This design comes from an exercise in tuning for a short achievable clock period and few clock cycles per item on the open sky130 flow, not from production work.
The RTL of this run was laid out without a check of its function.
No activity file was given, so power comes from the tool's default toggle rates.

<file path="flow/design.v">
module dram_controller #
  (
    parameter   integer NUMBER_OF_COLUMNS = 8,
    parameter   integer NUMBER_OF_ROWS = 128,
    parameter   integer NUMBER_OF_BANKS = 8, 
    parameter   integer REFRESH_RATE = 125,  
    parameter   integer CLK_FREQUENCY = 100,  
    parameter   integer U_DATA_WIDTH = 2,
    parameter   integer DRAM_DATA_WIDTH = 2, 
    parameter integer COLUMN_WIDTH = $clog2(NUMBER_OF_COLUMNS/DRAM_DATA_WIDTH),  
    parameter integer ROW_WIDTH = $clog2(NUMBER_OF_ROWS),  
    parameter integer BANK_ID_WIDTH = $clog2(NUMBER_OF_BANKS),  
    parameter integer U_ADDR_WIDTH = BANK_ID_WIDTH + ROW_WIDTH + COLUMN_WIDTH,  
    parameter integer CYCLES_BETWEEN_REFRESH = CLK_FREQUENCY*REFRESH_RATE - 100,  
    parameter integer DRAM_ADDR_WIDTH = ROW_WIDTH > COLUMN_WIDTH ? ROW_WIDTH : COLUMN_WIDTH,  
    parameter integer REFRESH_COUNTER_WIDTH = $clog2(CYCLES_BETWEEN_REFRESH)  
  )
  (
    input                         u_rst_n,  
    input                         u_clk,  
	input						  u_en,  
    input   [U_ADDR_WIDTH-1:0]    u_addr,  
    input   [U_DATA_WIDTH-1:0]    u_data_i,  
    input                         u_cmd,  
    output  [U_DATA_WIDTH-1:0]    u_data_o,  
    output                        u_data_valid,  
    output                        u_cmd_ack,  
    output                        u_busy,  
    input   [DRAM_DATA_WIDTH-1:0]   dram_rd_data,  
	input							dram_refresh_done,  
    output  [DRAM_DATA_WIDTH-1:0]   dram_wr_data,  
    output  [DRAM_ADDR_WIDTH-1:0]   dram_addr,  
    output  [BANK_ID_WIDTH-1:0]     dram_bank_id,  
    output                          dram_cs_n,  
    output                          dram_ras_n,  
    output                          dram_cas_n,  
    output                          dram_we_n,  
    output                          dram_clk_en  
  );
    localparam
              STATE_WIDTH = 3,
              S_IDLE      = 3'h0, 
              S_PRECHARGE = 3'h1,
              S_ACTIVATE  = 3'h2,
              S_WRITE     = 3'h3,
              S_READ      = 3'h4,
              S_REFRESH   = 3'h5,
			  S_INIT	  = 3'h6,
			  S_REF_SETUP = 3'h7;  
    reg [REFRESH_COUNTER_WIDTH-1:0] refresh_count_r;  
    reg                             refresh_request_r;  
    reg [DRAM_ADDR_WIDTH-1:0]       column_addr_r;  
    reg [DRAM_ADDR_WIDTH-1:0]       row_addr_r;  
    reg [BANK_ID_WIDTH-1:0]         bank_id_r;  
    reg [STATE_WIDTH-1:0]           state_r, next_state, 
									target_state_r, next_target_state; 
    reg                             u_cmd_ack_r;
    reg                             u_cmd_r; 
    reg [U_DATA_WIDTH-1:0]          u_data_i_r;
	reg [NUMBER_OF_BANKS-1:0]		open_row_r;
	reg [ROW_WIDTH-1:0]				active_row_r[0:NUMBER_OF_BANKS-1];
    reg                          cs_n;  
    reg                          ras_n;  
    reg                          cas_n;  
    reg                          we_n;  
    reg                          clk_en;
	reg							 read_flag, u_data_valid_r;
	reg	[U_DATA_WIDTH-1:0]		 u_data_o_r;  
	reg	[DRAM_ADDR_WIDTH-1:0]	dram_addr_w;
	integer i;
	reg [BANK_ID_WIDTH-1:0] ref_bank_id;
	reg [DRAM_ADDR_WIDTH-1:0] ref_set_addr;
    assign u_cmd_ack = u_cmd_ack_r;
	assign dram_wr_data = u_data_i_r;
	assign dram_bank_id = ((state_r == S_PRECHARGE) && (target_state_r == S_REF_SETUP || target_state_r == S_REF_SETUP) ) ? ref_bank_id :  bank_id_r;
	assign dram_cs_n = u_en ? cs_n : 1'b0;  
	assign dram_ras_n = ras_n;
	assign dram_cas_n = cas_n;
	assign dram_we_n = we_n;
	assign dram_clk_en = clk_en;  
	assign u_busy = (state_r == S_IDLE) ? 1'b0 : 1'b1; 
	assign dram_addr = dram_addr_w;
	assign u_data_valid = u_data_valid_r;
	assign u_data_o = u_data_o_r;
    always@ (posedge u_clk) begin
      if(!u_rst_n) begin
        column_addr_r <= 0;
        row_addr_r <= 0;
        bank_id_r <= 0;
        u_cmd_r <= 0;
        u_cmd_ack_r <= 0;
        u_data_i_r <= 0;
      end
      else if((state_r == S_IDLE) && (u_en == 1'b1) && (!u_cmd_ack) && (!refresh_request_r)) begin
        column_addr_r <= {{(ROW_WIDTH-COLUMN_WIDTH){1'b0}}, u_addr[COLUMN_WIDTH-1:0]};
        row_addr_r <= u_addr[COLUMN_WIDTH +: ROW_WIDTH];
        bank_id_r <= u_addr[ROW_WIDTH+COLUMN_WIDTH +: BANK_ID_WIDTH];
        u_cmd_r <= u_cmd;  
        u_cmd_ack_r <= 1'b1;  
        if(u_cmd) u_data_i_r <= u_data_i;  
      end
      else  u_cmd_ack_r <= 0;
    end
    always@ (posedge u_clk) begin
	  if(!u_rst_n) begin
		state_r <= S_IDLE;
		target_state_r <= S_IDLE;
	  end
	  else begin
		state_r <= next_state;
		target_state_r <= next_target_state;
	  end
	end
	always@ * begin
		next_state = state_r;
		next_target_state = target_state_r;
		case(state_r)
			S_INIT: next_state = S_REFRESH;  
			S_IDLE: begin
				if(u_cmd_ack_r) begin  
					if(open_row_r[bank_id_r] && (row_addr_r == active_row_r[bank_id_r])) begin  
						if(u_cmd_r)	next_state = S_WRITE;  
						else	next_state = S_READ;  
					end
					else if(open_row_r[bank_id_r] && (row_addr_r != active_row_r[bank_id_r])) begin  
						next_state = S_PRECHARGE;  
						if(u_cmd_r)	next_target_state = S_WRITE;
						else	next_target_state = S_READ;
					end
					else begin  
						next_state = S_ACTIVATE;
						if(u_cmd_r)	next_target_state = S_WRITE;
						else	next_target_state = S_READ;
					end
				end
				else if(refresh_request_r) begin 
					if(!open_row_r) next_state = S_REFRESH;  
					else begin
						next_state = S_REF_SETUP;  
						next_target_state = S_REF_SETUP;
					end
				end
			end
			S_PRECHARGE: begin
				if(target_state_r == S_REFRESH) next_state = S_REFRESH;  
				else if(target_state_r == S_REF_SETUP) next_state = S_REF_SETUP;
				else next_state = S_ACTIVATE;  
			end
			S_ACTIVATE: next_state = target_state_r;  
			S_WRITE: next_state = S_IDLE;
			S_READ: next_state = S_IDLE;
			S_REF_SETUP: begin
				if(!open_row_r) begin 
					next_state = S_REFRESH;
					next_target_state = S_REFRESH;	
				end
				else begin 
					next_state = S_PRECHARGE;
					next_target_state = S_REF_SETUP;
				end
			end
			S_REFRESH: 
			     if(dram_refresh_done) begin 
			         next_state = S_IDLE;
			         next_target_state = S_IDLE;
			     end 
		endcase
	end
    always@ * begin
		clk_en	= 1'b1;
		cs_n	= 1'b0;
		ras_n	= 1'b1;
		cas_n	= 1'b1;
		we_n	= 1'b1;
		case(state_r)
			S_IDLE: begin
			end
			S_PRECHARGE: begin
				ras_n = 1'b0;
				we_n = 1'b0;
			end
			S_ACTIVATE: ras_n = 1'b0;
			S_WRITE: begin
				cas_n = 1'b0;
				we_n = 1'b0;
			end
			S_READ: cas_n = 1'b0;
			S_REFRESH: begin
				ras_n = 1'b0;
				cas_n = 1'b0;
				we_n = 2'b0;
			end
		endcase
    end
	always@ * begin
		dram_addr_w = column_addr_r;
		case(state_r)
			S_PRECHARGE: begin
				if((state_r == S_PRECHARGE) && (target_state_r == S_REF_SETUP || target_state_r == S_REF_SETUP) ) dram_addr_w = ref_set_addr;
				else dram_addr_w = active_row_r[bank_id_r];   
			end
			S_ACTIVATE: dram_addr_w = row_addr_r;
			S_WRITE: dram_addr_w = column_addr_r;
			S_READ: dram_addr_w = column_addr_r;
		endcase
	end
	always@ (posedge u_clk) begin
		if(!u_rst_n) begin
			open_row_r <= 0;
			for (i=0; i<NUMBER_OF_BANKS; i = i+1) begin
				active_row_r[i] <= 0;
			end
		end
		else begin
			case(state_r) 
				S_ACTIVATE: begin
					active_row_r[bank_id_r] <= row_addr_r;
					open_row_r[bank_id_r] <= 1'b1;
				end
				S_PRECHARGE: begin
					if(target_state_r == S_REFRESH)	open_row_r <= 0;  
					if(target_state_r == S_REF_SETUP) open_row_r[ref_bank_id] <= 1'b0;
					else open_row_r[bank_id_r] <= 1'b0;  
				end
			endcase
		end
	end
    always@ (posedge u_clk) begin
      if(!u_rst_n) begin
        refresh_count_r <= CYCLES_BETWEEN_REFRESH[REFRESH_COUNTER_WIDTH-1:0];
        refresh_request_r <= 0;
      end
      else  begin
        if(!refresh_count_r) begin
          if(dram_refresh_done) begin
            refresh_count_r <= CYCLES_BETWEEN_REFRESH[REFRESH_COUNTER_WIDTH-1:0];
            refresh_request_r <= 0;
          end
          else refresh_request_r <= 1'b1;
        end
        else  begin
          refresh_count_r <= refresh_count_r - 1'b1;
          refresh_request_r <= 0;
        end
      end
    end
	always @* begin
		ref_bank_id = 0;
		for(i=NUMBER_OF_BANKS-1; i>=0; i=i-1) begin
			if(open_row_r[i]) ref_bank_id = i;
		end
	end
	always@ (posedge u_clk) begin
		if(!u_rst_n) begin
			ref_set_addr <= 0;
		end
		else if(state_r == S_REF_SETUP) begin
			if(open_row_r[ref_bank_id])
				ref_set_addr <= active_row_r[ref_bank_id];
		end
	end
	always@ (posedge u_clk) begin
		if(!u_rst_n) begin
			u_data_o_r <= 0;
			u_data_valid_r <= 1'b0;
			read_flag <= 1'b0;
		end
		else begin
			if(state_r == S_READ)  read_flag <= 1'b1;  
			else if(state_r == S_IDLE && read_flag == 1'b1) begin
				u_data_o_r <= dram_rd_data;
				u_data_valid_r <= 1'b1;
				read_flag <= 1'b0;
			end
			else u_data_valid_r <= 1'b0;
		end
	end
endmodule
</file>
<file path="flow/run.sh">
#!/bin/bash
# synth_recipe.tcl (not shown) runs the flow's synth.tcl, then flattens the netlist and writes it again
# the make line also repeats each setting of config.mk as NAME=value (left out here)
make -C /OpenROAD-flow-scripts/flow DESIGN_CONFIG=/design/flow/config.mk WORK_HOME=/design/flow/orfs CLKGATE_MAP_FILE= SYNTH_SCRIPT=/design/flow/synth_recipe.tcl finish
</file>
<file path="flow/config.mk">
export PLATFORM = sky130hd
export DESIGN_NAME = dram_controller
export DESIGN_NICKNAME = dram_controller
export VERILOG_FILES = /design/flow/design.v
export SDC_FILE = /design/flow/constraint.sdc
export NUM_CORES = 4
export LEC_CHECK = 0
export CAP_MARGIN = 20
export CORE_MARGIN = 2
export CORE_UTILIZATION = 40
export SLEW_MARGIN = 20
</file>
<file path="flow/constraint.sdc">
create_clock -name core_clock -period 5.0 [get_ports {u_clk}]
set_input_delay 1.0000 -clock core_clock [delete_from_list [all_inputs] [get_ports {u_clk}]]
set_output_delay 1.0000 -clock core_clock [all_outputs]
set_load 0.01 [all_outputs]
</file>
==> results.json <==
{
  "ir_worst_vdd_uv": 318,
  "drt-initial-drc-count": 461,
  "power.leakage_nw": 2.61,
  "synthTopCellsByCount": "nand2_1, dfxtp_1, nor2_1, a21oi_1, edfxtp_1",
  "synth.area.top_cells": "edfxtp_1, dfxtp_1, and2_1",
  "cts_setup_buffers": 0,
  "cts_num_sinks": 115,
  "pin_count": 43,
  "core_um2": 15700,
  "dpl_cell_area_um2": 6920,
  "path_cells": "buf_4, mux2_1, o211ai_1, nor2_1, a21oi_1, o21ai_0, clkdlybuf4s50_1",
  "hpwl_um": 13500,
  "antenna_left": 0,
  "die_x_um": 130,
  "grt_pass1_wl_um": 28300,
  "wl_um": 18500,
  "maxCapViolCount": 0,
  "place_congestion": 1.01,
  "synth_flop_cell": "dfxtp_1",
  "synth_nets": 704,
  "setup.worst_path.end_class": "primary output",
  "synth_enable_flop_cells": 56,
  "cts_buffers": 17,
  "hold_viol_final": 0,
  "grt_use_total": 0.225,
  "synth_area_leader_cell": "edfxtp_1",
  "drive_above_1_share": 0.103,
  "period_share": 0.802,
  "cp_slowest_cell": "dfxtp_1",
  "cp.arrival_ps": 3010,
  "h-tree-depth": 4,
  "diodes": 0,
  "netlist.area_leader.share": 0.265,
  "syn_area_per_cell_um2": 9.41,
  "initial_core_util": 0.404,
  "worst_pin_slew_ps": 974,
  "setup_viol_count_final": 0,
  "crit_path_max_fanout": 14,
  "num_rows": 46,
  "fin_setup_tns_ps": 0,
  "drc_errors": 0,
  "cp-start-kind": "flip-flop",
  "nets": 731,
  "cts_root_buf": "clkbuf_16",
  "antenna_found_initial": 0,
  "cts_tree": "done",
  "die_h_um": 130,
  "vias_per_cell": 5.77,
  "fmax_ghz": 0.249,
  "grt_max_degree": 18,
  "cts_hold_buf": 0,
  "die_area_um2": 16900,
  "power.density_nw_per_um2": 434,
  "relSlewSlack": 0.344,
  "slowest_delay_ps": 810,
  "outcome": "finished clean",
  "syn_to_final_growth_pct": 18.1,
  "clockBufferDepth": 2,
  "drv_slew": 0,
  "numPortBuffers": 40,
  "ys_async_sr_fraction": 0,
  "synthCells": 675,
  "routedWlPerCell_um": 19.9,
  "dr.pass1.iters": 5,
  "rsz0062_at_grt": "no",
  "ys_seq_elements": 115,
  "cp.required_ps": 4000,
  "cts_resized": 0,
  "synth_cell_types": 66,
  "crit_type": "reg -> out",
  "skew_ps": 8.43,
  "gr-total-overflow": 0,
  "cts.clk_slew.worst_paths_ps": 60,
  "hold-worst-slack_ps": 463,
  "yosysWarnings": 1,
  "syn_area_um2": 6350,
  "ys_seq_area_frac": 0.451,
  "design_area_um2": 7500,
  "fin_util": 0.477,
  "min-delay-path-class": "reg -> reg",
  "fin_crit_ps": 4010,
  "clk_latency_ps": 420,
  "dr_total_vias": 5372,
  "grt_pass1_vias": 5133,
  "synth.most_common_cell": "nand2_1"
}
[worst paths after layout]
kind                                    from                         end  slack [ps]  cells past startpoint
setup / recovery                   flip-flop                dram_addr[0]         990                      7
setup reg to reg                   flip-flop     state_r[0]$_SDFFE_PN0P_        1960                      8
hold / removal    u_data_i_r[1]$_SDFFE_PN0P_  u_data_i_r[1]$_SDFFE_PN0P_         460                      2
hold reg to reg   u_data_i_r[1]$_SDFFE_PN0P_  u_data_i_r[1]$_SDFFE_PN0P_         460                      2
[final cells by class]
| class | count | area, µm² |
|---|---|---|
| Fill cell | 1473 | 8220 |
| Multi-Input combinational cell | 500 | 3240 |
| Sequential cell | 115 | 2860 |
| Timing Repair Buffer | 50 | 475 |
| Clock buffer | 19 | 464 |
| Tap cell | 216 | 270 |
| Clock inverter | 13 | 118 |
| Inverter | 18 | 67.6 |
[layout by cell type (no fill, tap or decap), types with 6 or more instances in the layout]
cell,count
nand2_1,80
nor2_1,59
dfxtp_1,59
a21oi_1,58
edfxtp_1,56
and2_1,51
clkdlybuf4s50_1,40
o21ai_0,36
mux2i_1,29
nor3_1,19
clkbuf_16,18
inv_1,14
nand3_1,12
a31oi_1,12
mux2_2,10
buf_4,10
mux4_2,8
nor4_1,8
xnor2_1,8
ha_1,8
o21ai_1,7
a211oi_1,6
o211ai_1,6
[cells by family (layout without fill, tap and decap cells)]
kind of cell | count (synthesis) | after routing | share of synthesized area
and+or+nand+nor | 255 | 255 | 0.194
AOI/OAI and AO/OA | 165 | 165 | 0.160
DFF | 115 | 115 | 0.451
buffers and inverters | 60 | 100 | 0.0390
muxes | 56 | 56 | 0.118
xor gates and xnor gates | 14 | 14 | 0.0217
adders and majority gates | 8 | 8 | 0.0158
other | 2 | 2 | 0.00118
[registers in the layout, indices dropped and copies added, names as in the netlist, named ones only]
signal,cells
active_row_r,56
refresh_count_r,14
open_row_r,8
ref_set_addr,7
row_addr_r,7
bank_id_r,3
state_r,3
target_state_r,3
column_addr_r,2
u_data_i_r,2
u_data_o_r,2
read_flag,1
refresh_request_r,1
u_cmd_ack_r,1
u_cmd_r,1
u_data_valid_r,1
[report_power, final]
| group | switching (mW) | internal (mW) | leakage [nW] |
|---|---|---|---|
| logic | 0.460 | 0.343 | 1.26 |
| clock network | 0.457 | 0.731 | 0.291 |
| registers | 0.196 | 1.07 | 1.06 |
[metal layers]
metal	vias to the layer above	wire (µm)	GRT usage
li1	2500	-	-
met1	2611	8160	0.300
met2	213	8670	0.361
met3	48	1120	0.0447
met4	0	538	0.0886
met5	-	0	0
[worst max-delay path, delay by kind of cell (launching register included)]
| family | cells | cell delay (ps) |
|---|---|---|
| flops | 1 | 810 |
| buf+inv | 2 | 790 |
| compound gates | 3 | 560 |
| mux | 1 | 350 |
| simple gates | 1 | 70 |
[through the flow]
step                worst slack [ps]  instances  power, mW
global route                     897        931       3.39
finish                           990        931       3.25
detailed placement              1210        899       2.07
global placement                1270        899       2.06
CTS                             1000        931       3.26
floorplan                       2230        675       1.77

==> separate check: timing with driven ports <==
The results above use ideal ports. As a check the final layout listed here was re-extracted and re-timed, cells and wires unchanged.
Step 1 (the two cells are an assumption about what drives the block):
set clk [get_ports {u_clk}]
set_driving_cell -lib_cell sky130_fd_sc_hd__clkbuf_16 $clk
set_driving_cell -lib_cell sky130_fd_sc_hd__buf_2 [delete_from_list [all_inputs] $clk]
Step 2 also shifts input and output timing later by t, the mid clock arrival at the registers, as if the neighbouring blocks saw the same clock.
a / b / c = ideal / step 1 / step 2; a / b = the first two.
t (ns): 0.454
slack for setup (ns): 0.990 / 0.950 / 1.109
cell pins on the clock port's net: 1
After both steps this run still meets setup and hold. For this run, drivers alone change the setup slack by -0.040 ns; drivers and shift together by +0.119 ns.
